What follows belongs to an exercise in optimizing a design on an open flow for small area; a production flow would make more cautious choices. Only simulation tests tie the RTL to the original design; equivalence was not proved. Power and IR drop assume default switching activity.

### flow/config.mk
export PLATFORM = sky130hd
export DESIGN_NAME = uart_codec
export DESIGN_NICKNAME = uart_codec
export VERILOG_FILES = /design/flow/design.v
export SDC_FILE = /design/flow/constraint.sdc
export NUM_CORES = 4
export LEC_CHECK = 0
export CAP_MARGIN = 20
export CORE_MARGIN = 2
export CORE_UTILIZATION = 60
export PLACE_DENSITY = 0.7
export SLEW_MARGIN = 20
### flow/constraint.sdc
create_clock -name core_clock -period 10.0 [get_ports {clk}]
set_input_delay 2.0000 -clock core_clock [delete_from_list [all_inputs] [get_ports {clk}]]
set_output_delay 2.0000 -clock core_clock [all_outputs]
set_load 0.01 [all_outputs]
### flow/design.v
module debounce(
    input  rst, clk, tick,
    input  btn,
    output reg key
    );
reg b0, b1;
reg [4:0] cnt;
wire c29 = (cnt == 5'b11000);
always @(posedge clk or posedge rst)
    if (rst) begin
        b0 <= 0; b1 <= 0; cnt <= 0; key <= 0;
    end else if (tick) begin
        b0 <= btn; b1 <= b0;
        if (b0 ^ b1) cnt <= 0;
        else if (~c29) cnt <= {cnt[3:0], ~(cnt[4] ^ cnt[2])};
        if (c29) key <= b1;
    end
endmodule
module uart_tx(
    input  rst, clk,
    input  tick_g, tick_f, tick_r,
    input  start,
    input  [15:0] sw,
    output reg txsd
    );
reg st0;
localparam [3:0] S0 = 4'b0000, S4 = 4'b1110, S5 = 4'b1101, S6 = 4'b1011,
                 S7 = 4'b0110, S8 = 4'b1100, S9 = 4'b1001,
                 S1 = 4'b0001, S2 = 4'b0011, S3 = 4'b0111,
                 TB_P = 4'b1000, TB_I = 4'b1111;
reg [3:0] tb;
reg [2:0] tby;
always @(posedge clk or posedge rst)
    if (rst) begin
        st0 <= 0; tb <= TB_I; tby <= 0;
    end else if (tick_r) begin
        st0 <= start;
        if (tb == TB_I) begin
            if (start & ~st0) tb <= TB_P;
        end else if (tb == TB_P) begin
            tb <= S0; tby <= 0;
        end else if (tb == S9) begin
            tb <= S0; tby <= tby + 1'b1;
        end else if ((tb == S5) & (tby == 3'd4))
            tb <= TB_I;
        else
            tb <= {tb[2:0], ~(tb[3] ^ tb[2])};
    end
reg [3:0] tnib;
wire [3:0] sw_nib = (tby == 3'd0) ? sw[15:12] : (tby == 3'd1) ? sw[11:8] :
                    (tby == 3'd2) ? sw[7:4] : sw[3:0];
always @(posedge clk)
    if (tick_g & (tb == S5)) tnib <= sw_nib;
wire       tlet = (tnib > 4'd9);
wire [3:0] tlo  = tlet ? (tnib - 4'd9) : tnib;
wire [7:0] tch  = {1'b0, tlet, ~tlet, ~tlet, tlo};
wire       tdat = (tby != 3'd0);    
reg tbit;
always @* begin
    case (tb)
    S6: tbit = 1'b0;
    S7: tbit = tch[0];
    S8: tbit = tch[1];
    S9: tbit = tch[2];
    S0: tbit = ~tdat | tch[3];
    S1: tbit = ~tdat | tch[4];
    S2: tbit = ~tdat | tch[5];
    S3: tbit = ~tdat | tch[6];
    S4: tbit = ~tdat | tch[7];
    default: tbit = 1'b1;
    endcase
end
always @(posedge clk or posedge rst)
    if (rst) txsd <= 1'b1;
    else if (tick_f) txsd <= tbit;
endmodule
module uart_rx(
    input  rst, clk,
    input  rxck, rxsd,
    output [15:0] rpd
    );
reg rxc0, rxc1;
reg [3:0] rb;       
reg [3:0] rc;
reg [3:0] lo;        
reg h0, h1;          
reg rxv; reg [3:0] rxn;    
wire rrise = rxc0 & ~rxc1;
wire rfall = rxc1 & ~rxc0;
wire rc_z  = (rc == 4'd0) | (rc == 4'd12);
wire rc_hi = (rc == 4'd10) | (rc == 4'd11);
wire rxen  = rxc1 ? ~rc_hi : ~((rc == 4'd11) | (rc == 4'd12));
wire rnpd  = rxc1 ? ((rc == 4'd3) | (rc == 4'd4)) : ((rc == 4'd4) | (rc == 4'd5));
wire pd_dig = h1 &  h0 & (lo < 4'd10);
wire pd_let = h1 & ~h0 & (lo > 4'd0) & (lo < 4'd7);
always @(posedge clk or posedge rst)
    if (rst) begin
        rxc0 <= 0; rxc1 <= 0;
        rb <= 4'd10; rc <= 4'd11;
    end else begin
        rxc0 <= rxck; rxc1 <= rxc0;
        if (rrise) begin
            if ((rb >= 4'd9) & ~rxsd) rb <= 0;
            else if (rb != 4'd10) rb <= rb + 1'b1;
        end
        if (rfall) begin
            if ((rb == 4'd9) & rxsd) rc <= rc_hi ? 4'd12 : 4'd0;
            else if (rc_z) rc <= 4'd1;
            else if (rc != 4'd11) rc <= rc + 1'b1;
        end
    end
always @(posedge clk) begin
    if (rrise & (rb < 4'd4))
        lo <= {rxsd, lo[3:1]};
    if (rrise & (rb == 4'd4)) begin
        h0 <= rxsd; h1 <= 1'b1;
    end
    if (rrise & (rb == 4'd5)) h1 <= h1 & (rxsd == h0);
    if (rrise & (rb == 4'd6)) h1 <= h1 & (rxsd != h0);
    if (rrise & (rb == 4'd7)) h1 <= h1 & ~rxsd;
    if (rrise & rc_z)
        rxn <= pd_let ? (lo + 4'd9) : lo;
    if (rrise & rc_z)
        rxv <= pd_dig | pd_let;
    else if (rrise & rc_hi)
        rxv <= 1'b0;
end
reg rx0, rx1, rn0, rn1, upd;
reg [2:0] rby;
reg v0, v1, v2;
reg [3:0] n0, n1, n2;
reg [3:0] nb0, nb1, nb2, nb3;
wire rnr = rn0 & ~rn1;
always @(posedge clk or posedge rst)
    if (rst) begin
        rx0 <= 0; rx1 <= 0; rn0 <= 0; rn1 <= 0; upd <= 0;
        rby <= 3'd7; v0 <= 0; v1 <= 0; v2 <= 0;
        nb0 <= 0; nb1 <= 0; nb2 <= 0; nb3 <= 0;
    end else begin
        rx0 <= rxen; rx1 <= rx0; rn0 <= rnpd; rn1 <= rn0;
        if (rx0 & ~rx1) rby <= 0;
        else if (rn1 & ~rn0) rby <= rby + 1'b1;
        else if (~rxen) rby <= 3'd7;
        if (rnr) begin
            if (rby == 3'd0) v0 <= rxv;
            if (rby == 3'd1) v1 <= rxv;
            if (rby == 3'd2) v2 <= rxv;
        end
        upd <= rnr & (rby == 3'd3);
        if (upd) begin
            if (v0) nb0 <= n0;
            if (v1) nb1 <= n1;
            if (v2) nb2 <= n2;
            if (rxv) nb3 <= rxn;
        end
    end
always @(posedge clk)
    if (rnr) begin
        if (rby == 3'd0) n0 <= rxn;
        if (rby == 3'd1) n1 <= rxn;
        if (rby == 3'd2) n2 <= rxn;
    end
assign rpd = {nb0, nb1, nb2, nb3};
endmodule
module uart_codec
    (    input 	btnl,  
    input 	clk,   
    input 	btnr,  
    input 	btnd,  
    input 	[15:0] sw,
    input	rxsd,rxck,
    output  reg txck,
    output  txsd,
    output	[6:0] seg,
    output  dp,
    output	[3:0] an,
    output 	reg [15:0] led
    );
wire rst = btnl;
reg [5:0] cnt;
wire c49 = (cnt == 6'b100000);
wire tick_g = (cnt == 6'b000000) & ~txck;    
wire tick_f = (cnt == 6'b000001) & ~txck;    
wire tick_r = (cnt == 6'b000001) &  txck;    
wire tick_l = (cnt == 6'b000111) & ~txck;    
always @(posedge clk or posedge rst)
    if (rst) begin
        cnt <= 0; txck <= 0;
    end else begin
        cnt <= {cnt[4:0], ~(cnt[5] ^ cnt[4]) ^ (cnt == 6'b110001)};
        if (c49) txck <= ~txck;
    end
wire start, key;
debounce u_debounce0 (.rst(rst), .clk(clk), .tick(tick_f), .btn(btnr), .key(start));
debounce u_debounce1 (.rst(rst), .clk(clk), .tick(tick_f), .btn(btnd), .key(key));
reg kp, lsel;
always @(posedge clk or posedge rst)
    if (rst) begin
        kp <= 0; lsel <= 0;
    end else if (tick_l) begin
        kp <= key;
        if (key & ~kp) lsel <= ~lsel;
    end
assign seg = 7'b1111111;
assign dp  = 1'b0;
assign an  = {lsel, ~lsel, ~lsel, lsel};
uart_tx u_uart_tx (.rst(rst), .clk(clk), .tick_g(tick_g), .tick_f(tick_f), .tick_r(tick_r),
                   .start(start), .sw(sw), .txsd(txsd));
wire [15:0] rpd;
uart_rx u_uart_rx (.rst(rst), .clk(clk), .rxck(rxck), .rxsd(rxsd), .rpd(rpd));
always @(posedge clk or posedge rst)
    if (rst) led <= 0;
    else if (lsel) led <= rpd;
    else led <= sw;
endmodule
### flow/flow/run.sh
#!/bin/bash
# The standard layout (standard.sh), with three changes:
#  - synthesis maps combinational logic for area (no adder cells, an
#    area-oriented ABC script)
#    (flow/my_synth.tcl; otherwise the standard synthesis script),
#  - every port is buffered with the smallest buffer, sky130_fd_sc_hd__buf_1,
#  - clock tree synthesis inserts no dummy balancing loads.
# Output of the whole run goes to standard_flow.log; each tool's own log is
# under orfs/logs/.
set -euo pipefail
bash standard.sh finish \
  "SYNTH_SCRIPT=$PWD/flow/my_synth.tcl" \
  "BUFFER_PORTS_ARGS=-buffer_cell sky130_fd_sc_hd__buf_1" \
  "CTS_ARGS=-sink_clustering_enable -repair_clock_nets -dont_use_dummy_load -buf_list sky130_fd_sc_hd__clkbuf_16 -sink_clustering_size 40 -sink_clustering_max_diameter 300" \
  > standard_flow.log 2>&1
### flow/flow/my_synth.tcl
# synth_recipe.tcl (the standard synthesis) with area-oriented changes to the
# combinational mapping only; flip-flop mapping, names and flattening are as in
# the standard synthesis:
#  - adders are left to ABC instead of being mapped to half/full adder cells
#    (no ADDER_MAP_FILE, no Kogge-Stone carry map),
#  - ABC maps with an area-oriented script.
proc synth {args} { yosys synth -nofsm -noshare {*}$args }
proc abc {args} {
  set out {}
  set skip 0
  foreach a $args {
    if {$skip} { set skip 0; continue }
    if {$a in {-script -D -constr}} { set skip 1; continue }
    lappend out $a
  }
  yosys abc -script "+strash;dc2;dch,-f;amap;strash;dc2;dch,-f;amap" {*}$out
}
set ::env(ADDER_MAP_FILE) ""
set ::env(SYNTH_OPERATIONS_ARGS) "-noshare"
source $::env(SCRIPTS_DIR)/synth.tcl
# left out here: clear keep_hierarchy, flatten, clean up, hide names made inside functions, write 1_2_yosys.v
### flow/standard.sh
#!/bin/bash
# synth_recipe.tcl (not shown) runs the flow's synth.tcl, then flattens the netlist and writes it again
# the make line also repeats each setting of config.mk as NAME=value (left out here)
make -C /OpenROAD-flow-scripts/flow DESIGN_CONFIG=/design/flow/config.mk WORK_HOME=/design/flow/orfs CLKGATE_MAP_FILE= SYNTH_SCRIPT=/design/flow/synth_recipe.tcl "${@:-finish}"
==> out/results.tsv, run 1 <==
metric	value	unit
outcome	no timing/DRC/antenna violations	
Port Buffers	43	
Total Power	1260	uW
fin crit share	0.396	
yosys warns	4	
Worst IR Drop VDD	159	uV
share of flip-flops with an asynchronous set or reset	0.763	
H-tree depth	4	
Area growth, synth to finish	13.9	%
GRT Total Usage	0.227	
Most Used Layer, Global Route	met2	
initial antenna violation count	0	
Cell Pwr Density	232	nW/um^2
CP max FO	20	
top cells by area, synth	dfrtp_1, edfxtp_1, dfstp_2	
diode count	0	
max frequency	0.253	GHz
GR Util met1	0.291	
1st-iter DRT viols	188	
Critical Path Source Type	register	
final WL	9010	um
clock slew at reported path FFs	40	ps
die height	93.3	um
vias per cell	5.60	
worst r2r src	cnt[3]	
top cell type's share of synthesized area	0.387	
vias in the first global route	3311	
Core ar.	7730	sq um
minimum clock period	3960	ps
HP Class	register to register	
Wirelength per Cell	14.6	um
GR Layer Usage met2	0.364	
largest area contributor in the netlist	dfrtp_1	
hold_sp	u_uart_rx.rx0	
# IOs	52	
Max-slew headroom	0.431	
clk sinks	114	
Reg2Reg Depth	7	
Least-Margin Pin Slew	848	ps
Hold Vio Cnt, Final	0	
clk_skew	17.6	ps
Post-Syn Instances	461	
gr ovfl total	0	
Vias	3467	
Pleak	0.00216	uW
sequential fraction of the synthesis area	0.628	
Post-synth EDFFs	27	
Setup Buffers After CTS	0	
Final TNS setup	0	ps
RD Place Congestion	0.940	
Cell Rows	32	
pin count of the biggest net entering global routing	88	
Final Cell Area	5450	sq um
Clk Tree Root Cell	clkbuf_16	
RSZ-0062 raised after global routing	false	
flop and latch count out of synthesis	114	
crit path kind	register to output port	
met3 usage	0.0661	
Critical Path RT	8000	ps
most common cell after layout, fill and taps aside	dfrtp_1	
Initial Utilization	0.619	
Die X	93.3	um
top_reg_cell synth	dfrtp_1	
final setup vio count	0	
number of library cell types mapped by synthesis	39	
layout cells sized above 1	0.0619	
die area	8710	sq um
DR pass1 iterations	4	
CTS Hold Bufs	0	
first-pass GRT wire length	15100	um
Clock Path Buffers	2	
HPWL after DPL	6090	um
Mapped Avg Cell Area	10.4	sq um
placed inst area	5020	sq um
commonest non-fill, non-tap cells in the layout	dfrtp_1, clkinv_1, nor2_1	
DRC Markers	0	
CP arrival	1960	ps
WHS Endpoint	u_uart_rx.rx1	
Syn Std Cell Area	4790	sq um
clock latency (worst-skew pair)	400	ps
reg-to-reg setup timing slack	7280	ps
Total Nets Final	541	
Hold Path Depth	0	
FF-to-FF End	u_uart_tx.tb[2]	
CTS tree	yes	
CP Capture Type	output port	
Max-Cap Viols	0	
PostCTS Resize Cnt	0	
CTS buffer count	17	
antenna-violating nets left	0	
Max Transition Viols Final	0	
[routing by layer]
metal / wire [um] / up-vias
met5: 0 / -
met4: 168 / 0
met3: 412 / 13
met2: 4480 / 110
met1: 3960 / 1625
li1: - / 1719
[worst max-delay path: stages, from the launching register on]
cell and delay (ps):
dfrtp_1 670, clkinv_1 620, buf_1 280
[cell type report]
class / count / area (sq um)
flip-flops and latches: 114 / 3000
fillers: 571 / 2270
clock buffers: 17 / 425
inverters: 70 / 264
multi-input cells: 272 / 1460
well taps: 102 / 128
repair buffers: 44 / 173
[sequential cells by signal, indices dropped and copies added, names as in the netlist, 3 cells and up]
| signal | cells |
|---|---|
| u_uart_rx.nb3 | 4 |
| u_uart_rx.nb0 | 4 |
| led | 16 |
| u_uart_rx.nb2 | 4 |
| u_uart_rx.lo | 4 |
| u_uart_rx.n0 | 4 |
| u_uart_rx.rxn | 4 |
| u_uart_tx.tb | 4 |
| u_uart_rx.n2 | 4 |
| u_uart_rx.nb1 | 4 |
| u_uart_rx.n1 | 4 |
| u_uart_rx.rc | 4 |
| u_uart_rx.rby | 3 |
| cnt | 6 |
| u_uart_rx.rb | 4 |
| u_uart_tx.tby | 3 |
| u_uart_tx.tnib | 4 |
| u_debounce1.cnt | 5 |
| u_debounce0.cnt | 5 |
[logic make-up after synthesis]
family                 count (synthesis)  synth area share
AOI/OAI and AO/OA                    126             0.172
buffers and inverters                 81            0.0721
DFF                                  114             0.628
other                                  2           0.00157
and+or+nand+nor                      138             0.127
[how the worst max path moves through the flow]
| stage | cells past startpoint | slack, ps | startpoint | to |
|---|---|---|---|---|
| 2_1_floorplan | 8 | 6430 | rxsd | u_uart_rx.rc[2] |
| 3_5_place_dp | 9 | 5930 | rxsd | u_uart_rx.rc[2] |
| 5_1_grt | 2 | 5860 | lsel | an[1] |
| 4_1_cts | 2 | 6050 | lsel | an[2] |
| 3_3_place_gp | 9 | 6040 | rxsd | u_uart_rx.rc[2] |
| 6_report | 2 | 6040 | lsel | an[2] |
[report_power, final]
part / total (uW) / internal [uW] / switching [uW]
registers: 624 / 567 / 57.5
logic: 181 / 74.2 / 107
clock network: 459 / 292 / 168
total: 1260 / 933 / 332
[per-stage QoR]
step                instances   util  hold WS (ps)  setup slack, ps
floorplan                 467      -           347             6430
global placement          602  0.650           357             6040
detailed placement        602  0.650           362             5930
CTS                       619  0.705           372             6050
global route              619  0.706           391             5860
finish                    619  0.706           370             6040
[Yosys cell counts, drive strengths merged, types with 2 or more instances]
cell type and number:
o21ai 28, o21a 4, a21oi 26, or4 4, o31ai 2, a211oi 5
dfstp 13, nand2b 2, a2111oi 2, clkinv 70, or2 4, o22ai 23
a31oi 2, o32ai 3, buf 11, edfxtp 27, nand2 44, dfrtp 74
nand3 4, conb 2, o22a 14, a22o 8, nor2 50, nor3 19
nor2b 2, or3 5
==> run 2: changes to the inputs <==
--- a/flow/flow/run.sh
+++ b/flow/flow/run.sh
@@ -11,5 +11,5 @@
 bash standard.sh finish \
   "SYNTH_SCRIPT=$PWD/flow/my_synth.tcl" \
   "BUFFER_PORTS_ARGS=-buffer_cell sky130_fd_sc_hd__buf_1" \
-  "CTS_ARGS=-sink_clustering_enable -repair_clock_nets -dont_use_dummy_load -buf_list sky130_fd_sc_hd__clkbuf_16 -sink_clustering_size 40 -sink_clustering_max_diameter 300" \
+  "CTS_ARGS=-sink_clustering_enable -repair_clock_nets -dont_use_dummy_load -buf_list {sky130_fd_sc_hd__clkbuf_4 sky130_fd_sc_hd__clkbuf_8}" \
   > standard_flow.log 2>&1
==> run 2 against run 1 <==
- highest routed layer unchanged
- sequential share of layout area up 2.0 points
- synthesized cell count is the same
- largest power group unchanged
- hold slack barely moved
==> out/results.tsv, run 2 <==
metric	value	unit	change
Pleak	0.00207	uW	was 0.00216 uW
Least-Margin Pin Slew	812	ps	was 848 ps
Vias	3386		was 3467
clock slew at reported path FFs	50	ps	was 40 ps
RSZ-0062 raised after global routing	false		unchanged
Syn Std Cell Area	4790	sq um	unchanged
max reg flops	16		unchanged
CP arrival	1930	ps	was 1960 ps
CP max-delay cell	dfrtp_1		unchanged
HP Class	register to register		unchanged
crit path kind	register to output port		unchanged
# IOs	52		unchanged
Port Buffers	43		unchanged
vias in the first global route	3192		was 3311
Hold Vio Cnt, Final	0		unchanged
Final TNS setup	0	ps	unchanged
count leader, synth	dfrtp_1		unchanged
DR pass1 iterations	4		unchanged
Cells after DPL	602		unchanged
Area growth, synth to finish	9.93	%	was 13.9%
Mapped Avg Cell Area	10.4	sq um	unchanged
Critical Path RT	8000	ps	about the same
GRT Total Usage	0.209		was 0.227
die area	8710	sq um	unchanged
PostCTS Resize Cnt	0		unchanged
Cell Pwr Density	208	nW/um^2	was 232 nW/um^2
Critical Path Source Type	register		unchanged
RD Place Congestion	0.940		unchanged
worst r2r src	cnt[3]		unchanged
Max Transition Viols Final	0		unchanged
final setup vio count	0		unchanged
Regs by FF count	led x16, cnt x6		unchanged
pin count of the biggest net entering global routing	88		unchanged
Setup Buffers After CTS	0		unchanged
Wirelength per Cell	13.5	um	was 14.6 um
hold_sp	u_uart_rx.rx0		unchanged
1st-iter DRT viols	183		was 188
CTS buffer count	17		unchanged
Initial Utilization	0.619		unchanged
CP peak stage delay	680	ps	was 670 ps
top cell type's share of synthesized area	0.387		unchanged
Die X	93.3	um	unchanged
clock latency (worst-skew pair)	410	ps	was 400 ps
fin crit share	0.393		was 0.396
die height	93.3	um	unchanged
final WL	8380	um	was 9010 um
top cells by count, synth	dfrtp_1, clkinv_1, nor2_1		unchanged
max frequency	0.255	GHz	was 0.253 GHz
Max-Cap Viols	0		unchanged
minimum clock period	3930	ps	was 3960 ps
CTS tree	yes		unchanged
Worst IR Drop VDD	132	uV	was 159 uV
number of library cell types mapped by synthesis	39		unchanged
layout cells sized above 1	0.0619		unchanged
largest register by flop count	led		unchanged
antenna-violating nets left	0		unchanged
Post-Syn Instances	461		unchanged
Clock Path Buffers	2		unchanged
top cells by area, synth	dfrtp_1, edfxtp_1, dfstp_2		unchanged
delay-heaviest family, CP	buffers and inverters		unchanged
DRC Markers	0		unchanged
Clk Tree Root Cell	clkbuf_8		was clkbuf_16
clk_skew	20.1	ps	was 17.6 ps
Cell Rows	32		unchanged
Post-synth EDFFs	27		unchanged
HPWL after DPL	6090	um	unchanged
outcome	no timing/DRC/antenna violations		unchanged
commonest non-fill, non-tap cells in the layout	dfrtp_1, clkinv_1, nor2_1		unchanged
initial antenna violation count	0		unchanged
H-tree depth	4		unchanged
first-pass GRT wire length	14100	um	was 15100 um
largest area contributor in the netlist	dfrtp_1		unchanged
pre-CTS WS	5930	ps	unchanged
most common cell after layout, fill and taps aside	dfrtp_1		unchanged
Buf/Inv on CP	2		unchanged
Worst Setup SP	lsel		unchanged
diode count	0		unchanged
CTS Hold Bufs	0		unchanged
cells along the critical path	clkinv_1 -> buf_1		unchanged
Core ar.	7730	sq um	unchanged
flop and latch count out of synthesis	114		unchanged
sequential fraction of the synthesis area	0.628		unchanged
top_reg_cell synth	dfrtp_1		unchanged
share of flip-flops with an asynchronous set or reset	0.763		unchanged
Total Nets Final	541		unchanged
clk sinks	114		unchanged
gr ovfl total	0		unchanged
CP max FO	20		unchanged
CP Capture Type	output port		unchanged
vias per cell	5.47		was 5.60
Final Non-Filler Cells	619		unchanged
Max-slew headroom	0.455		was 0.431
final worst-path setup slack	6070	ps	was 6040 ps
yosys warns	4		unchanged
Total Power	1090	uW	was 1260 uW
[run 2: final timing paths]
check	endpoint	slack [ps]	cells after the start
worst max-delay path	an[2]	6070	2
worst min-delay path	u_uart_rx.rx1	370	0
worst max register to register	u_uart_tx.tb[2]	7320	7
worst min register to register	u_uart_rx.rx1	370	0
max in group asynchronous	u_uart_rx.nb0[0]	7690	3
min in group asynchronous	cnt[2]	1780	3
[run 2: worst register-to-register path, cell delays in order (launching register included)]
cell	delay [ps]
dfrtp_1	380
nand2b_1	150
or3_1	360
or3_1	420
o31ai_1	580
clkinv_1	180
or3_1	400
o22ai_1	140
[run 2: power by group]
group	switching, uW	internal (uW)
Clock	144	149
Combinational	104	74.0
Sequential	56.1	566
[run 2: routing by layer]
| metal | vias up | track usage | share of wire |
|---|---|---|---|
| met5 | - | 0 | 0 |
| met4 | 0 | 0.0846 | 0.021 |
| met2 | 78 | 0.330 | 0.47 |
| li1 | 1707 | - | - |
| met3 | 15 | 0.0653 | 0.044 |
| met1 | 1586 | 0.271 | 0.46 |
[run 2: area by class of cell]
cell class	count	area [sq um]
timing repair buffer	44	173
clock buffer	17	234
inverter	70	264
sequential	114	3000
multi-input combinational	272	1460
tap	102	128
fill	613	2460
[run 2: kinds of logic (layout without fill, tap and decap cells)]
group                  Yosys count  count (layout)  share of synthesized area
other                            2               8                    0.00157
AOI/OAI and AO/OA              126             126                      0.172
and+or+nand+nor                138             138                      0.127
DFF                            114             114                      0.628
buffers and inverters           81             131                     0.0721
[run 2: through the flow]
step | hold slack, ps | cell area (sq um) | utilization
6_report | 370 | 5260 | 0.681
5_1_grt | 393 | 5260 | 0.681
4_1_cts | 374 | 5260 | 0.681
3_5_place_dp | 362 | 5020 | 0.650
3_3_place_gp | 357 | 5020 | 0.650
2_1_floorplan | 347 | 4810 | -
==> run 3: changes to the inputs <==
--- a/flow/flow/run.sh
+++ b/flow/flow/run.sh
@@ -11,5 +11,5 @@
 bash standard.sh finish \
   "SYNTH_SCRIPT=$PWD/flow/my_synth.tcl" \
   "BUFFER_PORTS_ARGS=-buffer_cell sky130_fd_sc_hd__buf_1" \
-  "CTS_ARGS=-sink_clustering_enable -repair_clock_nets -dont_use_dummy_load -buf_list {sky130_fd_sc_hd__clkbuf_4 sky130_fd_sc_hd__clkbuf_8}" \
+  "CTS_ARGS=-sink_clustering_enable -repair_clock_nets -dont_use_dummy_load -buf_list sky130_fd_sc_hd__clkbuf_4 -sink_buffer_max_cap_derate 0.5" \
   > standard_flow.log 2>&1
==> run 3 against run 2 <==
- sequential power is essentially flat
- total power is 7.8% lower
- highest routed layer unchanged
- still clean
- maximum frequency decreased by 1.7%
==> out/results.tsv, run 3 <==
metric	value	unit	change
outcome	no timing/DRC/antenna violations		unchanged
cells along the critical path	clkinv_1 -> buf_1		unchanged
first-pass GRT wire length	13900	um	was 14100 um
Max-Cap Viols	0		unchanged
Max-slew headroom	0.435		was 0.455
RD Place Congestion	0.940		unchanged
Clock Path Buffers	2		unchanged
sequential fraction of the synthesis area	0.628		unchanged
GR Layer Usage met2	0.326		was 0.330
Crit. path cell count	2		unchanged
CTS Hold Bufs	0		unchanged
top cell type's share of synthesized area	0.387		unchanged
antenna-violating nets left	0		unchanged
number of library cell types mapped by synthesis	39		unchanged
Buf/Inv on CP	2		unchanged
RSZ-0062 raised after global routing	false		unchanged
yosys warns	4		unchanged
Cell Rows	32		unchanged
CP arrival	1990	ps	was 1930 ps
fin crit share	0.399		was 0.393
HP Class	register to register		unchanged
Core ar.	7730	sq um	unchanged
Critical Path Source Type	register		unchanged
max frequency	0.250	GHz	was 0.255 GHz
Post-synth EDFFs	27		unchanged
GR Util met1	0.270		was 0.271
Most Used Layer, Global Route	met2		unchanged
CTS tree	yes		unchanged
CP Capture Type	output port		unchanged
Hold Path Depth	0		unchanged
clk_skew	32.4	ps	was 20.1 ps
clock slew at reported path FFs	70	ps	was 50 ps
vias in the first global route	3162		was 3192
Max Transition Viols Final	0		unchanged
pin count of the biggest net entering global routing	88		unchanged
top_reg_cell synth	dfrtp_1		unchanged
Clk Tree Root Cell	clkbuf_4		was clkbuf_8
initial antenna violation count	0		unchanged
top cells by count, synth	dfrtp_1, clkinv_1, nor2_1		unchanged
Least-Margin Pin Slew	841	ps	was 812 ps
Cell Pwr Density	195	nW/um^2	was 208 nW/um^2
Initial Utilization	0.619		unchanged
Total Nets Final	541		unchanged
share of flip-flops with an asynchronous set or reset	0.763		unchanged
layout cells sized above 1	0.0619		unchanged
CTS buffer count	17		unchanged
minimum clock period	3990	ps	was 3930 ps
# IOs	52		unchanged
Mapped Avg Cell Area	10.4	sq um	unchanged
DR pass1 iterations	4		unchanged
Layout fillers	631		was 613
hold slack	376	ps	was 370 ps
CP max-delay cell	dfrtp_1		unchanged
vias per cell	5.47		about the same
largest area contributor in the netlist	dfrtp_1		unchanged
1st-iter DRT viols	192		was 183
GRT Total Usage	0.206		was 0.209
H-tree depth	4		unchanged
commonest non-fill, non-tap cells in the layout	dfrtp_1, clkinv_1, nor2_1		unchanged
CP peak stage delay	680	ps	about the same
die area	8710	sq um	unchanged
Final TNS setup	0	ps	unchanged
gr ovfl total	0		unchanged
Setup Buffers After CTS	0		unchanged
Reg2Reg Depth	7		unchanged
DRC Markers	0		unchanged
met3 usage	0.0556		was 0.0653
final setup vio count	0		unchanged
count leader, synth	dfrtp_1		unchanged
flop and latch count out of synthesis	114		unchanged
Syn Std Cell Area	4790	sq um	unchanged
Die X	93.3	um	unchanged
largest register by flop count	led		unchanged
Area growth, synth to finish	7.71	%	was 9.93%
Port Buffers	43		unchanged
crit path kind	register to output port		unchanged
clock latency (worst-skew pair)	480	ps	was 410 ps
Worst IR Drop VDD	123	uV	was 132 uV
max reg flops	16		unchanged
delay-heaviest family, CP	buffers and inverters		unchanged
PostCTS Resize Cnt	0		unchanged
final WL	8310	um	was 8380 um
Pleak	0.00203	uW	was 0.00207 uW
die height	93.3	um	unchanged
Vias	3389		was 3386
most common cell after layout, fill and taps aside	dfrtp_1		unchanged
top cells by area, synth	dfrtp_1, edfxtp_1, dfstp_2		unchanged
HPWL after DPL	6090	um	unchanged
diode count	0		unchanged
Critical Path RT	8000	ps	about the same
Hold Vio Cnt, Final	0		unchanged
CP max FO	20		unchanged
Wirelength per Cell	13.4	um	was 13.5 um
Post-Syn Instances	461		unchanged
Regs by FF count	led x16, cnt x6		unchanged
clk sinks	114		unchanged
[run 3: cell counts after synthesis]
No cell type changed its count.
[run 3: layout make-up]
| cell class | count | area [sq um] | share of cell area |
|---|---|---|---|
| repair buffers | 44 | 173 | 0.0335 |
| flip-flops and latches | 114 | 3000 | 0.583 |
| inverters | 70 | 264 | 0.0512 |
| well taps | 102 | 128 | 0.0248 |
| clock buffers | 17 | 128 | 0.0248 |
| multi-input cells | 272 | 1460 | 0.283 |
[run 3: stage by stage]
stage	area, sq um	std cells	utilization	power, uW	setup WS [ps]
detailed placement	5020	602	0.650	808	5930
CTS	5150	619	0.667	1010	6000
floorplan	4810	467	-	756	6430
finish	5160	619	0.667	1010	6010
global placement	5020	602	0.650	795	6040
global route	5160	619	0.667	1070	5790
[run 3: final timing paths]
kind | start | to | slack (ps)
min in group asynchronous | btnl | u_uart_rx.rb[2] | 1710
worst min register to register | u_uart_rx.rx0 | u_uart_rx.rx1 | 380
worst max-delay path | lsel | an[2] | 6010
worst max register to register | cnt[3] | u_uart_tx.tb[2] | 7310
worst min-delay path | u_uart_rx.rx0 | u_uart_rx.rx1 | 380
max in group asynchronous | btnl | u_uart_rx.v1 | 7750
[run 3: routing by layer]
layer | share of wire | wire length [um]
met5 | 0 | 0
met4 | 0.024 | 196
met3 | 0.043 | 360
met2 | 0.47 | 3900
met1 | 0.46 | 3860
[run 3: cell families (layout without fill, tap and decap cells)]
logic type,count (synthesis),after routing,share of synthesized area
DFF,114,114,0.628
and+or+nand+nor,138,138,0.127
buffers and inverters,81,131,0.0721
AOI/OAI and AO/OA,126,126,0.172
other,2,8,0.00157
[run 3: worst reg2reg max path, cell delays in order (launching register included)]
cell and delay, ps:
dfrtp_1 390, nand2b_1 150, or3_1 360, or3_1 420
o31ai_1 580, clkinv_1 180, or3_1 400, o22ai_1 150
[run 3: power by group]
| group | internal (uW) | switching, uW | total [uW] |
|---|---|---|---|
| combinational | 74.1 | 104 | 178 |
| sequential | 564 | 56.0 | 620 |
| clock | 77.7 | 131 | 209 |
==> run 4: changes to the inputs <==
--- a/flow/flow/my_synth.tcl
+++ b/flow/flow/my_synth.tcl
@@ -3,7 +3,8 @@
 # the standard synthesis:
 #  - adders are left to ABC instead of being mapped to half/full adder cells
 #    (no ADDER_MAP_FILE, no Kogge-Stone carry map),
-#  - ABC maps with an area-oriented script.
+#  - ABC maps with an area-oriented script (deepsyn AIG optimisation with a
+#    fixed no-improvement limit, so the result is deterministic, then amap).
 proc synth {args} { yosys synth -nofsm -noshare {*}$args }
 proc abc {args} {
   set out {}
@@ -13,7 +14,7 @@
     if {$a in {-script -D -constr}} { set skip 1; continue }
     lappend out $a
   }
-  yosys abc -script "+strash;dc2;dch,-f;amap;strash;dc2;dch,-f;amap" {*}$out
+  yosys abc -script "+strash;&get,-n;&deepsyn,-J,500;&put;dch,-f;amap;strash;dc2;dch,-f;amap" {*}$out
 }
 set ::env(ADDER_MAP_FILE) ""
 set ::env(SYNTH_OPERATIONS_ARGS) "-noshare"
==> run 4 against run 3 <==
- total power decreased by 5.0%
- maximum frequency fell by 2.6%
- design area decreased by 2.5%
- global-route usage up 0.45 points
- clock-buffer cell count unchanged
- critical endpoint is now an[1]
- largest power group unchanged
==> out/results.tsv, run 4 <==
metric	value	unit	change
outcome	no timing/DRC/antenna violations		unchanged
pre-CTS WS	6430	ps	was 5930 ps
top cell type's share of synthesized area	0.397		was 0.387
Total Nets Final	514		was 541
DR WL met3	424	um	was 360 um
Vias	3253		was 3389
crit path kind	register to output port		unchanged
Syn Std Cell Area	4660	sq um	was 4790 sq um
gr ovfl total	0		unchanged
DR pass1 iterations	4		unchanged
Clock Path Buffers	2		unchanged
minimum clock period	4100	ps	was 3990 ps
Sw Share	0.276		was 0.289
Least-Margin Pin Slew	1040	ps	was 841 ps
fin crit share	0.410		was 0.399
Area growth, synth to finish	7.92	%	was 7.71%
Initial Utilization	0.613		was 0.619
pin count of the biggest net entering global routing	88		unchanged
vias in the first global route	3133		was 3162
most common cell after layout, fill and taps aside	dfrtp_1		unchanged
Clk network pwr share	0.218		was 0.207
Pleak	0.00201	uW	was 0.00203 uW
flop and latch count out of synthesis	114		unchanged
diode count	0		unchanged
number of library cell types mapped by synthesis	35		was 39
CTS buffer count	17		unchanged
Reg2Reg Depth	8		was 7
Post-synth EDFFs	27		unchanged
PostCTS Resize Cnt	0		unchanged
layout cells sized above 1	0.0653		was 0.0619
Final Non-Filler Cells	592		was 619
GRT Total Usage	0.210		was 0.206
Met1 Routed Length	3600	um	was 3860 um
FF-to-FF End	u_uart_tx.tby[2]		was u_uart_tx.tb[2]
H-tree depth	4		unchanged
Hold Vio Cnt, Final	0		unchanged
Max Transition Viols Final	0		unchanged
final setup vio count	0		unchanged
Die X	92.1	um	was 93.3 um
clk_skew	43.7	ps	was 32.4 ps
Setup Buffers After CTS	0		unchanged
delay-heaviest family, CP	buffers and inverters		unchanged
Port Buffers	43		unchanged
uppermost layer routed	met4		unchanged
1st-iter DRT viols	185		was 192
Max-Cap Viols	0		unchanged
Gate power share	0.154		was 0.177
Critical Path End	an[1]		was an[2]
worst r2r src	cnt[3]		unchanged
sequential fraction of the synthesis area	0.645		was 0.628
HP Class	register to register		unchanged
CP peak stage delay	730	ps	was 680 ps
Total Power	957	uW	was 1010 uW
Mapped Avg Cell Area	10.7	sq um	was 10.4 sq um
# IOs	52		unchanged
count leader, synth	dfrtp_1		unchanged
Buf/Inv on CP	2		unchanged
Int Pwr	693	uW	was 716 uW
CTS Hold Bufs	0		unchanged
vias per cell	5.49		was 5.47
top cells by area, synth	dfrtp_1, edfxtp_1, dfstp_2		unchanged
Critical Path Source Type	register		unchanged
commonest non-fill, non-tap cells in the layout	dfrtp_1, clkinv_1, nor2_1		unchanged
Regs by FF count	led x16, cnt x6		unchanged
CP Capture Type	output port		unchanged
Core ar.	7610	sq um	was 7730 sq um
CP arrival	2100	ps	was 1990 ps
Worst Setup SP	lsel		unchanged
clock latency (worst-skew pair)	500	ps	was 480 ps
largest area contributor in the netlist	dfrtp_1		unchanged
RD Place Congestion	0.896		was 0.940
clock slew at reported path FFs	80	ps	was 70 ps
antenna-violating nets left	0		unchanged
reg-to-reg setup timing slack	7230	ps	was 7310 ps
CP max FO	21		was 20
met2 wire len	3810	um	was 3900 um
top cells by count, synth	dfrtp_1, clkinv_1, nor2_1		unchanged
top_reg_cell synth	dfrtp_1		unchanged
HPWL after DPL	5880	um	was 6090 um
RSZ-0062 raised after global routing	false		unchanged
Final Core Density	0.661		was 0.667
Worst IR Drop VDD	152	uV	was 123 uV
max frequency	0.244	GHz	was 0.250 GHz
initial antenna violation count	0		unchanged
largest register by flop count	led		unchanged
Psw	264	uW	was 291 uW
Post-Syn Instances	434		was 461
CP max-delay cell	dfrtp_1		unchanged
Cell Rows	32		unchanged
die area	8490	sq um	was 8710 sq um
Max-slew headroom	0.300		was 0.435
Wirelength per Cell	13.6	um	was 13.4 um
cells along the critical path	clkinv_1 -> buf_1		unchanged
Critical Path RT	8000	ps	about the same
Clk Tree Root Cell	clkbuf_4		unchanged
Crit. path cell count	2		unchanged
clk sinks	114		unchanged
max reg flops	16		unchanged
final WL	8020	um	was 8310 um
hold_sp	cnt[3]		was u_uart_rx.rx0
DRC Markers	0		unchanged
register share of total power	0.628		was 0.616
Final TNS setup	0	ps	unchanged
Cell Pwr Density	190	nW/um^2	was 195 nW/um^2
die height	92.1	um	was 93.3 um
final worst-path setup slack	5900	ps	was 6010 ps
Cells after DPL	575		was 602
yosys warns	4		unchanged
CTS tree	yes		unchanged
share of flip-flops with an asynchronous set or reset	0.763		unchanged
first-pass GRT wire length	13700	um	was 13900 um
-- run 4: cell types whose count changed in the layout (fill, tap and decap cells not counted), moves of 4 or more --
cell and delta:
a21oi_1 -9, clkinv_1 -5, nor3_1 -9, nor4_1 +4, o21ai_0 -4, o221ai_1 +6, o22ai_1 -7
-- run 4: layout make-up --
type | instances | area [sq um]
Multi-Input combinational cell | 250 | 1350
Tap cell | 102 | 128
Inverter | 65 | 245
Sequential cell | 114 | 3000
Fill cell | 616 | 2580
Timing Repair Buffer | 44 | 173
Clock buffer | 17 | 128
-- run 4: power by group through the flow --
stage | clock (uW) | sequential (uW) | combinational, uW
after floorplan | 0 | 598 | 118
after global placement | 0 | 608 | 142
after detailed placement | 0 | 610 | 148
after CTS | 216 | 601 | 149
after global routing | 238 | 610 | 173
final | 208 | 601 | 147
-- run 4: how the worst min path moves through the flow --
stage | endpoint | slack (ps) | cells past startpoint
CTS | cnt[4] | 370 | 0
finish | cnt[4] | 370 | 0
global route | cnt[4] | 400 | 0
floorplan | u_uart_rx.rx1 | 350 | 0
global placement | u_uart_rx.rx1 | 360 | 0
detailed placement | u_uart_rx.rx1 | 360 | 0
-- run 4: stage by stage --
stage          hold slack (ps)  area (sq um)
2_1_floorplan              347          4680
3_3_place_gp               356          4900
3_5_place_dp               358          4900
4_1_cts                    374          5020
5_1_grt                    400          5030
6_report                   371          5030
-- run 4: kinds of logic after synthesis --
family / count (synthesis) / synth area share
AND/OR/NAND/NOR: 134 / 0.125
flip-flops: 114 / 0.645
AO/OA/AOI/OAI: 108 / 0.159
buffers and inverters: 76 / 0.0701
other: 2 / 0.00161
-- run 4: layer usage --
metal	global-route usage	vias up
met5	0	-
met4	0.0995	0
met3	0.0731	17
met2	0.338	102
met1	0.257	1510
li1	-	1624
==> run 5: changes to the inputs <==
--- a/flow/flow/my_synth.tcl
+++ b/flow/flow/my_synth.tcl
@@ -14,7 +14,7 @@
     if {$a in {-script -D -constr}} { set skip 1; continue }
     lappend out $a
   }
-  yosys abc -script "+strash;&get,-n;&deepsyn,-J,500;&put;dch,-f;amap;strash;dc2;dch,-f;amap" {*}$out
+  yosys abc -script "+strash;&get,-n;&deepsyn,-J,500;&put;dch,-f;amap,-F,4,-A,10;strash;dc2;dch,-f;amap,-F,4,-A,10" {*}$out
 }
 set ::env(ADDER_MAP_FILE) ""
 set ::env(SYNTH_OPERATIONS_ARGS) "-noshare"
==> run 5 against run 4 <==
- worst setup slack better by 140 ps
- die area down 0.26%
- combinational power down about 10%
- register-to-register slack better by 20 ps
- clock skew down 12 ps
- synthesized area down 0.27%
- first-iteration DRC count down 12%
- global-route usage down 1.0 points
- critical path type unchanged
- critical endpoint is now an[2]
- largest cell class unchanged
==> out/results.tsv, run 5 <==
metric	value	unit	change
outcome	no timing/DRC/antenna violations		unchanged
initial antenna violation count	0		unchanged
final setup vio count	0		unchanged
Wirelength per Cell	13.2	um	was 13.6 um
CP peak stage delay	690	ps	was 730 ps
top_reg_cell synth	dfrtp_1		unchanged
Hold Vio Cnt, Final	0		unchanged
# IOs	52		unchanged
Cells after DPL	562		was 575
antenna-violating nets left	0		unchanged
Clk network pwr share	0.224		was 0.218
Clock Path Buffers	2		unchanged
first-pass GRT wire length	13100	um	was 13700 um
gr ovfl total	0		unchanged
fin crit share	0.396		was 0.410
max reg flops	16		unchanged
cells along the critical path	clkinv_1 -> buf_1		unchanged
vias in the first global route	2986		was 3133
pin count of the biggest net entering global routing	88		unchanged
Simple-Gate Fraction of Synth Area	0.109		was 0.125
clock latency (worst-skew pair)	490	ps	was 500 ps
RD Place Congestion	0.910		was 0.896
Layout fillers	618		was 616
Compound-Gate Fraction of Synth Area	0.174		was 0.159
DR pass1 iterations	4		unchanged
number of library cell types mapped by synthesis	42		was 35
Vias	3172		was 3253
PostCTS Resize Cnt	0		unchanged
die height	92.0	um	was 92.1 um
uppermost layer routed	met4		unchanged
Die X	92.0	um	was 92.1 um
most common cell after layout, fill and taps aside	dfrtp_1		unchanged
Sw Share	0.268		was 0.276
vias per cell	5.48		was 5.49
Post-Syn Instances	421		was 434
top cells by count, synth	dfrtp_1, clkinv_1, nor2_1		unchanged
Total Nets Final	501		was 514
clk_skew	31.6	ps	was 43.7 ps
Worst IR Drop VDD	128	uV	was 152 uV
Psw	250	uW	was 264 uW
Gate power share	0.142		was 0.154
area of the multi-input gates	1350	sq um	about the same
top cells by area, synth	dfrtp_1, edfxtp_1, dfstp_2		unchanged
Critical Path RT	8000	ps	about the same
layout cells sized above 1	0.0692		was 0.0653
H-tree depth	4		unchanged
Setup Buffers After CTS	0		unchanged
delay-heaviest family, CP	buffers and inverters		unchanged
commonest non-fill, non-tap cells in the layout	dfrtp_1, clkinv_1, buf_1		was dfrtp_1, clkinv_1, nor2_1
diode count	0		unchanged
Synth Area in Adders	0		unchanged
met2 wire len	3680	um	was 3810 um
Cell Rows	32		unchanged
crit path kind	register to output port		unchanged
top cell type's share of synthesized area	0.398		was 0.397
Mapped Avg Cell Area	11.0	sq um	was 10.7 sq um
largest family of logic cells by synthesized area	compound AO/OA/AOI/OAI gates		unchanged
Final Non-Filler Cells	579		was 592
die area	8460	sq um	was 8490 sq um
minimum clock period	3960	ps	was 4100 ps
max frequency	0.252	GHz	was 0.244 GHz
DR WL met3	449	um	was 424 um
Synth Area in XOR/XNOR	0		unchanged
Syn Std Cell Area	4650	sq um	was 4660 sq um
share of flip-flops with an asynchronous set or reset	0.763		unchanged
Regs by FF count	led x16, cnt x6		unchanged
largest register by flop count	led		unchanged
Final TNS setup	0	ps	unchanged
CP max-delay cell	dfrtp_1		unchanged
HPWL after DPL	5640	um	was 5880 um
count leader, synth	dfrtp_1		unchanged
DRC Markers	0		unchanged
Max-Cap Viols	0		unchanged
final WL	7670	um	was 8020 um
HP Class	register to register		unchanged
GRT Total Usage	0.200		was 0.210
1st-iter DRT viols	162		was 185
sequential fraction of the synthesis area	0.646		was 0.645
Post-synth EDFFs	27		unchanged
register area	3000	sq um	unchanged
CTS buffer count	17		unchanged
clock slew at reported path FFs	90	ps	was 80 ps
CTS tree	yes		unchanged
Met1 Routed Length	3440	um	was 3600 um
Least-Margin Pin Slew	752	ps	was 1040 ps
Cell Pwr Density	185	nW/um^2	was 190 nW/um^2
Buf/Inv on CP	2		unchanged
Initial Utilization	0.611		was 0.613
Max Transition Viols Final	0		unchanged
CP max FO	20		was 21
flop and latch count out of synthesis	114		unchanged
yosys warns	4		unchanged
Clk Tree Root Cell	clkbuf_4		unchanged
Max-slew headroom	0.495		was 0.300
register share of total power	0.634		was 0.628
Port Buffers	43		unchanged
clk sinks	114		unchanged
CTS Hold Bufs	0		unchanged
largest area contributor in the netlist	dfrtp_1		unchanged
CP Capture Type	output port		unchanged
RSZ-0062 raised after global routing	false		unchanged
Int Pwr	681	uW	was 693 uW
Core ar.	7610	sq um	unchanged
CP arrival	1960	ps	was 2100 ps
Critical Path Source Type	register		unchanged
mux contribution to synthesized area	0		unchanged
Pleak	0.00201	uW	about the same
Area growth, synth to finish	8.00	%	was 7.92%
==> run 5: stage by stage <==
step	total power (uW)	utilization	hold slack, ps	setup slack, ps	instance area (sq um)
global route	991	0.660	394	5820	5020
floorplan	697	-	347	6570	4670
CTS	941	0.659	370	5980	5010
global placement	726	0.642	352	6650	4880
finish	931	0.660	371	6040	5020
detailed placement	732	0.642	357	6560	4880
==> run 5: power groups by stage <==
stage / sequential (uW) / clock, uW / combinational, uW
2_1_floorplan: 589 / 0 / 107
3_3_place_gp: 597 / 0 / 129
3_5_place_dp: 598 / 0 / 134
4_1_cts: 589 / 218 / 134
5_1_grt: 597 / 240 / 154
6_report: 590 / 209 / 132
==> run 5: path summary, 6_finish.rpt <==
check                      slack, ps  depth (start not counted)          endpoint     startpoint
hold / removal                   370                          0     u_uart_rx.rx1  u_uart_rx.rx0
min in group asynchronous       1700                          3   u_uart_rx.rb[0]           btnl
setup / recovery                6040                          2             an[2]           lsel
max in group asynchronous       7780                          3  u_uart_rx.nb0[3]           btnl
hold reg to reg                  370                          0     u_uart_rx.rx1  u_uart_rx.rx0
setup reg to reg                7250                          7  u_uart_tx.tby[2]         cnt[3]
==> run 5: area by class of cell <==
| cell class | instances | area share |
|---|---|---|
| multi-input cells | 238 | 0.268 |
| inverters | 64 | 0.0481 |
| well taps | 102 | 0.0254 |
| flip-flops and latches | 114 | 0.599 |
| repair buffers | 44 | 0.0344 |
| clock buffers | 17 | 0.0254 |
==> run 5: per-layer routing <==
layer,vias up,global-route usage
met1,1475,0.252
met3,12,0.0731
met4,0,0.0833
met5,-,0
met2,86,0.316
li1,1599,-
==> run 5: cell families after synthesis <==
| kind of cell | count (synthesis) |
|---|---|
| AO/OA/AOI/OAI | 116 |
| flip-flops | 114 |
| AND/OR/NAND/NOR | 114 |
| buffers and inverters | 75 |
| other | 2 |
==> run 6: changes to the inputs <==
--- a/flow/design.v
+++ b/flow/design.v
@@ -89,7 +89,6 @@
 wire rfall = rxc1 & ~rxc0;
 wire rc_z  = (rc == 4'd0) | (rc == 4'd12);
 wire rc_hi = (rc == 4'd10) | (rc == 4'd11);
-wire rxen  = rxc1 ? ~rc_hi : ~((rc == 4'd11) | (rc == 4'd12));
 wire rnpd  = rxc1 ? ((rc == 4'd3) | (rc == 4'd4)) : ((rc == 4'd4) | (rc == 4'd5));
 wire pd_dig = h1 &  h0 & (lo < 4'd10);
 wire pd_let = h1 & ~h0 & (lo > 4'd0) & (lo < 4'd7);
@@ -125,7 +124,7 @@
     else if (rrise & rc_hi)
         rxv <= 1'b0;
 end
-reg rx0, rx1, rn0, rn1, upd;
+reg rn0, rn1, upd;
 reg [2:0] rby;
 reg v0, v1, v2;
 reg [3:0] n0, n1, n2;
@@ -133,14 +132,13 @@
 wire rnr = rn0 & ~rn1;
 always @(posedge clk or posedge rst)
     if (rst) begin
-        rx0 <= 0; rx1 <= 0; rn0 <= 0; rn1 <= 0; upd <= 0;
+        rn0 <= 0; rn1 <= 0; upd <= 0;
         rby <= 3'd7; v0 <= 0; v1 <= 0; v2 <= 0;
         nb0 <= 0; nb1 <= 0; nb2 <= 0; nb3 <= 0;
     end else begin
-        rx0 <= rxen; rx1 <= rx0; rn0 <= rnpd; rn1 <= rn0;
-        if (rx0 & ~rx1) rby <= 0;
+        rn0 <= rnpd; rn1 <= rn0;
+        if (rrise & (rc == 4'd12)) rby <= 0;
         else if (rn1 & ~rn0) rby <= rby + 1'b1;
-        else if (~rxen) rby <= 3'd7;
         if (rnr) begin
             if (rby == 3'd0) v0 <= rxv;
             if (rby == 3'd1) v1 <= rxv;
--- a/flow/flow/run.sh
+++ b/flow/flow/run.sh
@@ -11,5 +11,5 @@
 bash standard.sh finish \
   "SYNTH_SCRIPT=$PWD/flow/my_synth.tcl" \
   "BUFFER_PORTS_ARGS=-buffer_cell sky130_fd_sc_hd__buf_1" \
-  "CTS_ARGS=-sink_clustering_enable -repair_clock_nets -dont_use_dummy_load -buf_list sky130_fd_sc_hd__clkbuf_4 -sink_buffer_max_cap_derate 0.5" \
+  "CTS_ARGS=-sink_clustering_enable -repair_clock_nets -dont_use_dummy_load -buf_list sky130_fd_sc_hd__clkbuf_8" \
   > standard_flow.log 2>&1
==> run 6 against run 5 <==
- first-iteration DRC count is 10% lower
- highest routed layer unchanged
- register-to-register slack better by 250 ps
- design area is 1.9% lower
- clock power hardly changed
- via count shrank 2.9%
- cell count decreased by 4.8%
- largest cell class unchanged
- synthesized cell count down 4.0%
- sequential share of layout area rose by 0.15 points
- critical path depth stayed put
- non-clock buffer count is the same
- maximum frequency grew 2.8%
==> out/results.tsv, run 6 <==
metric	value	unit	change
outcome	no timing/DRC/antenna violations		unchanged
initial antenna violation count	0		unchanged
Cells after DPL	542		was 562
crit path kind	register to output port		unchanged
Post-synth EDFFs	27		unchanged
# IOs	52		unchanged
die area	8310	sq um	was 8460 sq um
Clk network pwr share	0.211		was 0.224
Clock Path Buffers	2		unchanged
Max-slew headroom	0.366		was 0.495
CTS Hold Bufs	0		unchanged
Syn Std Cell Area	4560	sq um	was 4650 sq um
Mapped Avg Cell Area	11.3	sq um	was 11.0 sq um
Vias	3081		was 3172
H-tree depth	3		was 4
Initial Utilization	0.625		was 0.611
Setup Buffers After CTS	0		unchanged
CP Capture Type	output port		unchanged
final WL	7680	um	was 7670 um
Total Nets Final	476		was 501
count leader, synth	dfrtp_1		unchanged
clock slew at reported path FFs	100	ps	was 90 ps
minimum clock period	3850	ps	was 3960 ps
Total Power	977	uW	was 931 uW
RD Place Congestion	0.845		was 0.910
Max-Cap Viols	0		unchanged
CTS buffer count	9		was 17
Core ar.	7290	sq um	was 7610 sq um
Cell Pwr Density	199	nW/um^2	was 185 nW/um^2
most common cell after layout, fill and taps aside	dfrtp_1		unchanged
Critical Path RT	8000	ps	about the same
top_reg_cell synth	dfrtp_1		unchanged
top cell type's share of synthesized area	0.395		was 0.398
fin crit share	0.385		was 0.396
Psw	266	uW	was 250 uW
register share of total power	0.626		was 0.634
Gate power share	0.163		was 0.142
Least-Margin Pin Slew	944	ps	was 752 ps
1st-iter DRT viols	145		was 162
number of library cell types mapped by synthesis	37		was 42
Wirelength per Cell	13.9	um	was 13.2 um
Die X	91.2	um	was 92.0 um
CP max FO	26		was 20
yosys warns	4		unchanged
Critical Path Source Type	register		unchanged
vias in the first global route	2995		was 2986
cells along the critical path	clkinv_1 -> buf_1		unchanged
DR pass1 iterations	7		was 4
layout cells sized above 1	0.0553		was 0.0692
CP max-delay cell	dfrtp_1		unchanged
gr ovfl total	0		unchanged
Final Non-Filler Cells	551		was 579
antenna-violating nets left	0		unchanged
max reg flops	16		unchanged
max frequency	0.259	GHz	was 0.252 GHz
final setup vio count	0		unchanged
Final TNS setup	0	ps	unchanged
pin count of the biggest net entering global routing	86		was 88
Max Transition Viols Final	0		unchanged
Int Pwr	712	uW	was 681 uW
die height	91.2	um	was 92.0 um
Port Buffers	43		unchanged
HPWL after DPL	5560	um	was 5640 um
top cells by area, synth	dfrtp_1, edfxtp_1, dfstp_2		unchanged
GRT Total Usage	0.203		was 0.200
Hold Vio Cnt, Final	0		unchanged
Pleak	0.00191	uW	was 0.00201 uW
Post-Syn Instances	404		was 421
Sw Share	0.272		was 0.268
largest register by flop count	led		unchanged
PostCTS Resize Cnt	0		unchanged
DRC Markers	0		unchanged
Cell Rows	31		was 32
HP Class	register to register		unchanged
share of flip-flops with an asynchronous set or reset	0.759		was 0.763
diode count	0		unchanged
clock latency (worst-skew pair)	360	ps	was 490 ps
clk sinks	112		was 114
commonest non-fill, non-tap cells in the layout	dfrtp_1, clkinv_1, buf_1		unchanged
RSZ-0062 raised after global routing	false		unchanged
sequential fraction of the synthesis area	0.648		was 0.646
vias per cell	5.59		was 5.48
first-pass GRT wire length	13500	um	was 13100 um
top cells by count, synth	dfrtp_1, clkinv_1, nor2_1		unchanged
Regs by FF count	led x16, cnt x6		unchanged
CTS tree	yes		unchanged
Area growth, synth to finish	7.99	%	was 8.00%
CP peak stage delay	770	ps	was 690 ps
largest area contributor in the netlist	dfrtp_1		unchanged
clk_skew	27.1	ps	was 31.6 ps
Clk Tree Root Cell	clkbuf_8		was clkbuf_4
Worst IR Drop VDD	119	uV	was 128 uV
CP arrival	1850	ps	was 1960 ps
flop and latch count out of synthesis	112		was 114
==> run 6: cell count changes in the layout (fill, tap and decap cells not counted), moves of 3 or more <==
cell and delta:
o22ai_1 +3, nor2_1 -8, nand2_1 -7, o32a_1 +3, clkinv_1 +3, o22a_1 +7, nor3_1 -4, clkbuf_4 -17
clkbuf_8 +9
==> run 6: power groups by stage <==
stage | clock network, uW | registers (uW) | logic [uW]
after floorplan | 0 | 607 | 131
after global placement | 0 | 618 | 154
after detailed placement | 0 | 621 | 160
after CTS | 211 | 611 | 161
after global routing | 234 | 623 | 184
final | 207 | 612 | 159
==> run 6: critical path, delay by kind of cell, from the launching register on <==
kind | cells | cell delay (ps)
DFF | 1 | 770
buffers and inverters | 2 | 750
==> run 6: layout make-up <==
type                       instances  area (sq um)
multi-input combinational        220          1290
sequential                       112          2950
clock buffer                       9           124
timing repair buffer              44           173
tap                               99           124
inverter                          67           253
fill                             591          2370
==> run 6: per-layer routing <==
| layer | track usage | wire length, um | vias up |
|---|---|---|---|
| met3 | 0.0398 | 394 | 15 |
| met4 | 0.0770 | 163 | 0 |
| met5 | 0 | 0 | - |
| met2 | 0.321 | 3630 | 85 |
| li1 | - | - | 1535 |
| met1 | 0.283 | 3490 | 1446 |
==> run 6: metrics by stage <==
step           hold WS, ps  instance area (sq um)  setup slack, ps   util
6_report               406                   4920             6150  0.675
3_5_place_dp           381                   4790             6510  0.657
5_1_grt                434                   4920             6000  0.675
4_1_cts                408                   4920             6140  0.674
2_1_floorplan          359                   4580             6600      -
3_3_place_gp           375                   4790             6590  0.657
==> run 6: worst paths after layout <==
path / slack, ps / from / cells after the start / end
hold reg to reg: 410 / cnt[3] / 0 / cnt[4]
min in group asynchronous: 1790 / btnl / 3 / u_debounce1.cnt[0]
setup / recovery: 6150 / lsel / 2 / an[2]
max in group asynchronous: 7680 / btnl / 3 / led[12]
setup reg to reg: 7500 / cnt[3] / 8 / u_uart_tx.tby[2]
hold / removal: 410 / cnt[3] / 0 / cnt[4]
==> run 6: logic make-up after synthesis <==
family / share of synthesized area
flip-flops: 0.648
buffers and inverters: 0.0733
other: 0.00165
AO/OA/AOI/OAI: 0.186
AND/OR/NAND/NOR: 0.0914

re-timing with driven ports:
The results above use ideal ports. As a check the final layouts listed here were re-extracted and re-timed, cells and wires unchanged.
Step 1 (the two cells are an assumption about what drives the block):
set clk [get_ports {clk}]
set_driving_cell -lib_cell sky130_fd_sc_hd__clkbuf_16 $clk
set_driving_cell -lib_cell sky130_fd_sc_hd__buf_2 [delete_from_list [all_inputs] $clk]
Step 2, shift: input delay + t, output delay - t, t = (earliest + latest rising clock arrival at the registers) / 2. This alone moves slack from input paths to output paths.
Slacks: ideal ports / drivers / drivers and shift; pairs: ideal ports / drivers.
| run | t, ns | setup WS [ns] | clock arrival spread, ns |
|---|---|---|---|
| run 1 | 0.425 | 6.043 / 6.007 / 5.898 | 0.018 / 0.018 |
| run 2 | 0.428 | 6.073 / 6.043 / 5.897 | 0.020 / 0.021 |
| run 3 | 0.488 | 6.005 / 5.977 / 5.873 | 0.034 / 0.033 |
| run 4 | 0.503 | 5.899 / 5.871 / 6.374 | 0.044 / 0.044 |
| run 5 | 0.499 | 6.039 / 6.015 / 6.514 | 0.034 / 0.034 |
| run 6 | 0.374 | 6.146 / 6.117 / 6.491 | 0.027 / 0.028 |
After both steps every run listed still meets setup and hold. For run 2, which loses most, drivers alone change the setup slack by -0.030 ns; drivers and shift together by -0.176 ns.
